This is an optimization exercise on Yosys and OpenROAD, whose aim is small area, not a production implementation.
The RTL was checked by simulation tests, not by an equivalence proof against the original design.
Power is estimated from default activity; no workload was simulated.

==> build 83 <==
==> flow/design.v <==
module rx_ring
	(
		input				clk,
		input				rst,
		input				tick,
		input				UART_RXD,
		input				RE,
		output	[7:0]	receive_data,
		output			rx_empty
	);
	reg  [127:0] ring;
	reg  [3:0]   cq;		 
	reg  [3:0]   hp;		 
	reg  [3:0]   bitn;		 
	reg  [3:0]   sub;		 
	reg          pend;		 
	wire [7:0] last = ring[127:120];
	wire       tap = (cq == 4'd0);
	wire       bnd = tick & (sub == 4'd12);
	wire       idle = (bitn == 4'd0);
	wire       shift = tap & pend;
	wire       complete = shift & (bitn == 4'd10);
	assign receive_data = ring[8*hp +: 8];
	assign rx_empty = (hp == cq);
	always @(posedge clk) begin
		ring <= {ring[119:0], shift ? {UART_RXD, last[7:1]} : last};
		if (rst) begin
			cq <= 4'd0;
			hp <= 4'd0;
			bitn <= 4'd0;
			sub <= 4'd0;
			pend <= 1'b0;
		end else begin
			if (!complete)
				cq <= cq + 4'd1;
			if (!RE)
				hp <= hp + 4'd1;
			if (shift)
				pend <= 1'b0;
			if (tick) begin
				if (idle) begin
					if (!UART_RXD) begin
						bitn <= 4'd1;
						sub <= 4'd7;
					end
				end else if (bnd) begin
					sub <= 4'd0;
					bitn <= (bitn == 4'd10) ? 4'd0 : bitn + 4'd1;
					if (bitn >= 4'd2 && bitn <= 4'd9)
						pend <= 1'b1;
				end else
					sub <= sub + 4'd1;
			end
		end
	end
endmodule
module tx_ring
	(
		input				clk,
		input				rst,
		input				WE,
		input		[7:0]	send_data,
		output	reg		UART_TXD,
		output			tick
	);
	localparam [127:0] INV = {8{16'hff00}};
	reg  [127:0] ring;
	reg  [3:0]   wq;		 
	reg  [3:0]   rq;		 
	reg          sweep;		 
	reg  [4:0]   pre;		 
	reg  [3:0]   bitn;		 
	reg  [3:0]   sub;		 
	wire [127:0] v = ring ^ INV;
	wire [7:0]   last = v[127:120];
	wire         tap = (rq == 4'd0);
	assign       tick = tap & (pre == 5'd24);
	wire         bnd = tick & (sub == 4'd12);
	wire         idle = (bitn == 4'd0);
	wire         go = tick & idle & (wq != rq);
	wire         shift = bnd & (bitn >= 4'd1) & (bitn <= 4'd8);
	wire         done = bnd & (bitn == 4'd10);
	wire         clr = rst | sweep;
	wire [7:0] head = clr ? 8'd0 : (shift ? {1'b0, last[7:1]} : last);
	reg [127:0] vn;
	integer p;
	always @(*) begin
		vn[7:0] = head | (send_data & {8{WE & (wq == 4'd0)}});
		for (p = 1; p < 16; p = p + 1)
			vn[8*p +: 8] = v[8*(p-1) +: 8] | (send_data & {8{WE & (wq == p)}});
	end
	always @(posedge clk) begin
		ring <= vn ^ INV;
		if (rst) begin
			wq <= 4'd1;
			rq <= 4'd1;
			sweep <= 1'b1;
			pre <= 5'd0;
			bitn <= 4'd0;
			sub <= 4'd0;
			UART_TXD <= 1'b1;
		end else begin
			if (!WE)
				wq <= wq + 4'd1;
			if (!done)
				rq <= rq + 4'd1;
			if (rq == 4'd15)
				sweep <= 1'b0;
			if (tap)
				pre <= tick ? 5'd0 : pre + 5'd1;
			if (go) begin
				bitn <= 4'd1;
				sub <= 4'd0;
				UART_TXD <= 1'b0;
			end else if (tick & !idle) begin
				if (bnd) begin
					sub <= 4'd0;
					bitn <= done ? 4'd0 : bitn + 4'd1;
					UART_TXD <= shift ? last[0] : 1'b1;
				end else
					sub <= sub + 4'd1;
			end
		end
	end
endmodule
module controller
	#(
		parameter CLKS_PER_BIT = 5208,
		parameter FIFO_RX_SIZE = 16,
		parameter FIFO_TX_SIZE = 16
	)
	(
		input							clk,
		input							rst,
		output 						UART_TXD,
		input							UART_RXD,
		input							RE,
		input							WE,
		input			[7:0]			send_data,
		output		[7:0]			receive_data,
		output						rx_empty
	);
	wire tick;
	tx_ring tx (
		.clk(clk),
		.rst(rst),
		.WE(WE),
		.send_data(send_data),
		.UART_TXD(UART_TXD),
		.tick(tick)
	);
	rx_ring rx (
		.clk(clk),
		.rst(rst),
		.tick(tick),
		.UART_RXD(UART_RXD),
		.RE(RE),
		.receive_data(receive_data),
		.rx_empty(rx_empty)
	);
endmodule
==> flow/flow/run.sh <==
#!/bin/bash
# The standard layout (standard.sh), with two changes made through ORFS's own
# make variables: port buffers use the smallest buffer cell, and clock tree
# synthesis clusters up to 20 flip-flops per clkbuf_8 and adds no dummy loads.
set -euo pipefail
bash standard.sh \
  "BUFFER_PORTS_ARGS=-buffer_cell sky130_fd_sc_hd__buf_1" \
  "CTS_ARGS=-sink_clustering_enable -repair_clock_nets -sink_clustering_size 20 -sink_clustering_max_diameter 60 -buf_list sky130_fd_sc_hd__clkbuf_8 -dont_use_dummy_load" \
  finish > flow.log 2>&1
==> flow/standard.sh <==
#!/bin/bash
# synth_recipe.tcl (not shown) runs the flow's synth.tcl, then flattens the netlist and writes it again
# the make line also repeats each setting of config.mk as NAME=value (left out here)
make -C /OpenROAD-flow-scripts/flow DESIGN_CONFIG=/design/flow/config.mk WORK_HOME=/design/flow/orfs CLKGATE_MAP_FILE= SYNTH_SCRIPT=/design/flow/synth_recipe.tcl "${@:-finish}"
==> flow/config.mk <==
export PLATFORM = sky130hd
export DESIGN_NAME = controller
export DESIGN_NICKNAME = controller
export VERILOG_FILES = /design/flow/design.v
export SDC_FILE = /design/flow/constraint.sdc
export NUM_CORES = 4
export LEC_CHECK = 0
export CAP_MARGIN = 20
export CORE_MARGIN = 2
export CORE_UTILIZATION = 60
export CTS_BUF_LIST = sky130_fd_sc_hd__clkbuf_8
export CTS_CLUSTER_DIAMETER = 60
export CTS_CLUSTER_SIZE = 20
export SLEW_MARGIN = 20
==> flow/constraint.sdc <==
create_clock -name core_clock -period 20.0 [get_ports {clk}]
set_input_delay 4.0000 -clock core_clock [delete_from_list [all_inputs] [get_ports {clk}]]
set_output_delay 4.0000 -clock core_clock [all_outputs]
set_load 0.01 [all_outputs]
==> inputs of build 96, as changes to build 83 <==
==> flow/design.v (replaced) <==
module rx_ring
	(
		input				clk,
		input				rst,
		input				UART_RXD,
		input				RE,
		output	[7:0]	receive_data,
		output			rx_empty
	);
	localparam [8:0] TICKS = 9'd324;	 
	localparam [8:0] HALF  = 9'd165;	 
	reg  [127:0] ring;
	reg  [3:0]   cq;		 
	reg  [3:0]   hp;		 
	reg  [3:0]   bitn;		 
	reg  [8:0]   tick;
	wire [7:0] last = ring[127:120];
	wire       tap = (cq == 4'd0);
	wire       bnd = (tick == TICKS);
	wire       idle = (bitn == 4'd0);
	wire       shift = tap & bnd & (bitn >= 4'd2) & (bitn <= 4'd9);
	wire       complete = shift & (bitn == 4'd9);
	assign receive_data = ring[8*hp +: 8];
	assign rx_empty = (hp == cq);
	always @(posedge clk) begin
		ring <= {ring[119:0], shift ? {UART_RXD, last[7:1]} : last};
		if (rst) begin
			cq <= 4'd0;
			hp <= 4'd0;
			bitn <= 4'd0;
			tick <= 9'd0;
		end else begin
			if (!complete)
				cq <= cq + 4'd1;
			if (!RE)
				hp <= hp + 4'd1;
			if (tap) begin
				if (idle) begin
					if (!UART_RXD) begin
						bitn <= 4'd1;
						tick <= HALF;
					end
				end else if (bnd) begin
					tick <= 9'd0;
					bitn <= (bitn == 4'd10) ? 4'd0 : bitn + 4'd1;
				end else
					tick <= tick + 9'd1;
			end
		end
	end
endmodule
module tx_ring
	(
		input				clk,
		input				rst,
		input				WE,
		input		[7:0]	send_data,
		output	reg		UART_TXD
	);
	localparam [127:0] INV = {8{16'hff00}};
	localparam [8:0]   TICKS = 9'd324;	 
	reg  [127:0] ring;
	reg  [3:0]   wq;		 
	reg  [3:0]   rq;		 
	reg          sweep;		 
	reg  [3:0]   bitn;		 
	reg  [8:0]   tick;
	wire [127:0] v = ring ^ INV;
	wire [7:0]   last = v[127:120];
	wire         tap = (rq == 4'd0);
	wire         bnd = (tick == TICKS);
	wire         idle = (bitn == 4'd0);
	wire         go = tap & idle & (wq != rq);
	wire         shift = tap & bnd & (bitn >= 4'd1) & (bitn <= 4'd8);
	wire         done = tap & bnd & (bitn == 4'd10);
	wire         clr = rst | sweep;
	wire [7:0] head = clr ? 8'd0 : (shift ? {1'b0, last[7:1]} : last);
	reg [127:0] vn;
	integer p;
	always @(*) begin
		vn[7:0] = head | (send_data & {8{WE & (wq == 4'd0)}});
		for (p = 1; p < 16; p = p + 1)
			vn[8*p +: 8] = v[8*(p-1) +: 8] | (send_data & {8{WE & (wq == p)}});
	end
	always @(posedge clk) begin
		ring <= vn ^ INV;
		if (rst) begin
			wq <= 4'd1;
			rq <= 4'd1;
			sweep <= 1'b1;
			bitn <= 4'd0;
			tick <= 9'd0;
			UART_TXD <= 1'b1;
		end else begin
			if (!WE)
				wq <= wq + 4'd1;
			if (!done)
				rq <= rq + 4'd1;
			if (rq == 4'd15)
				sweep <= 1'b0;
			if (go) begin
				bitn <= 4'd1;
				tick <= 9'd0;
				UART_TXD <= 1'b0;
			end else if (tap & !idle) begin
				if (bnd) begin
					tick <= 9'd0;
					bitn <= done ? 4'd0 : bitn + 4'd1;
					UART_TXD <= shift ? last[0] : 1'b1;
				end else
					tick <= tick + 9'd1;
			end
		end
	end
endmodule
module controller
	#(
		parameter CLKS_PER_BIT = 5208,
		parameter FIFO_RX_SIZE = 16,
		parameter FIFO_TX_SIZE = 16
	)
	(
		input							clk,
		input							rst,
		output 						UART_TXD,
		input							UART_RXD,
		input							RE,
		input							WE,
		input			[7:0]			send_data,
		output		[7:0]			receive_data,
		output						rx_empty
	);
	wire [7:0] tx_rd;
	tx_ring tx (
		.clk(clk),
		.rst(rst),
		.WE(WE),
		.send_data(send_data),
		.UART_TXD(UART_TXD)
	);
	rx_ring rx (
		.clk(clk),
		.rst(rst),
		.UART_RXD(UART_RXD),
		.RE(RE),
		.receive_data(receive_data),
		.rx_empty(rx_empty)
	);
endmodule
==> flow/run.sh (new file) <==
#!/bin/bash
# synth_recipe.tcl (not shown) runs the flow's synth.tcl, then flattens the netlist and writes it again
# the make line also repeats each setting of config.mk as NAME=value (left out here)
make -C /OpenROAD-flow-scripts/flow DESIGN_CONFIG=/design/flow/config.mk WORK_HOME=/design/flow/orfs CLKGATE_MAP_FILE= SYNTH_SCRIPT=/design/flow/synth_recipe.tcl finish
- CORE_UTILIZATION: 60 -> 40
- CTS_BUF_LIST: sky130_fd_sc_hd__clkbuf_8 -> unset
- CTS_CLUSTER_DIAMETER: 60 -> unset
- CTS_CLUSTER_SIZE: 20 -> unset
removed: flow/flow/run.sh
removed: flow/standard.sh
==> inputs of build 56, as changes to build 83 <==
==> flow/run.sh (new file) <==
#!/bin/bash
# synth_recipe.tcl (not shown) runs the flow's synth.tcl, then flattens the netlist and writes it again
# the make line also repeats each setting of config.mk as NAME=value (left out here)
make -C /OpenROAD-flow-scripts/flow DESIGN_CONFIG=/design/flow/config.mk WORK_HOME=/design/flow/orfs CLKGATE_MAP_FILE= SYNTH_SCRIPT=/design/flow/synth_recipe.tcl finish
- CTS_BUF_LIST: sky130_fd_sc_hd__clkbuf_8 -> sky130_fd_sc_hd__clkbuf_16
- CTS_CLUSTER_DIAMETER: 60 -> 80
- CTS_CLUSTER_SIZE: 20 -> 30
removed: flow/flow/run.sh
removed: flow/standard.sh
==> summary of the runs <==
- In die area, build 56 and build 83 do not differ.
- Clock skew: build 83 is higher than build 56 (0.027 ns).
- Of build 96 and build 56, build 96 has the higher synthesized area (gap about 3.4%, measured against build 56).
- Clock power, highest first: build 96, build 56, build 83.
- Clock-buffer cell count: build 96 > build 83 > build 56.
- Of build 56 and build 83, build 83 has the higher maximum frequency (gap 0.33%, measured against build 83).
- Final area: build 83 is smaller than build 96 (about 12%).
==> figures <==
quantity                                                                build 96                    build 56                   build 83
Static Leakage                                                           4.51 nW                     4.07 nW                    3.95 nW
Seq. pwr                                                                0.662 mW                    0.648 mW                   0.651 mW
Vias per std cell                                                           4.88                        5.46                       5.43
Total placed instance area                                            10,300 um2                    9870 um2                   9730 um2
Via count of the first global-routing pass                                 5,844                       5,577                      5,488
Total Power Consumption                                                  1.31 mW                     1.02 mW                   0.953 mW
Non-filler cells, final                                                    1,208                       1,024                      1,026
Placed wire-length estimate after detailed placement                   10,900 um                   10,800 um                  10,900 um
Final min period                                                         6.97 ns                     6.92 ns                    6.90 ns
Switching share of total power                                             21.2%                       21.9%                      22.2%
Library cell used as clock root buffer                sky130_fd_sc_hd__clkbuf_16  sky130_fd_sc_hd__clkbuf_16  sky130_fd_sc_hd__clkbuf_8
Run status                                               complete, no violations     complete, no violations    complete, no violations
Power Clock                                                             0.574 mW                    0.317 mW                   0.251 mW
Critical path peak fanout                                                     34                          36                         20
Die Width                                                                 161 um                      130 um                     130 um

==> static timing again, ports no longer ideal <==
The results above use ideal ports. As a check the final layouts listed here were re-extracted and re-timed, cells and wires unchanged.
Step 1: set_driving_cell puts a clkbuf_16 on clk and a buf_2 on each other input, an assumption about the parent block.
Step 2, shift: input delay + t, output delay - t, t = (earliest + latest rising clock arrival at the registers) / 2. This alone moves slack from input paths to output paths.
Slacks: ideal ports / drivers / drivers and shift; pairs: ideal ports / drivers.
run	shift t [ns]	setup slack, ns	clock arrival spread, ns	pins driven straight from the clock port
build 83	0.552	13.099 / 13.060 / 13.612	0.056 / 0.056	1
build 96	0.569	13.033 / 12.988 / 13.557	0.016 / 0.016	1
build 56	0.522	13.076 / 13.032 / 13.554	0.033 / 0.033	1
After both steps setup and hold are still met in every run listed.
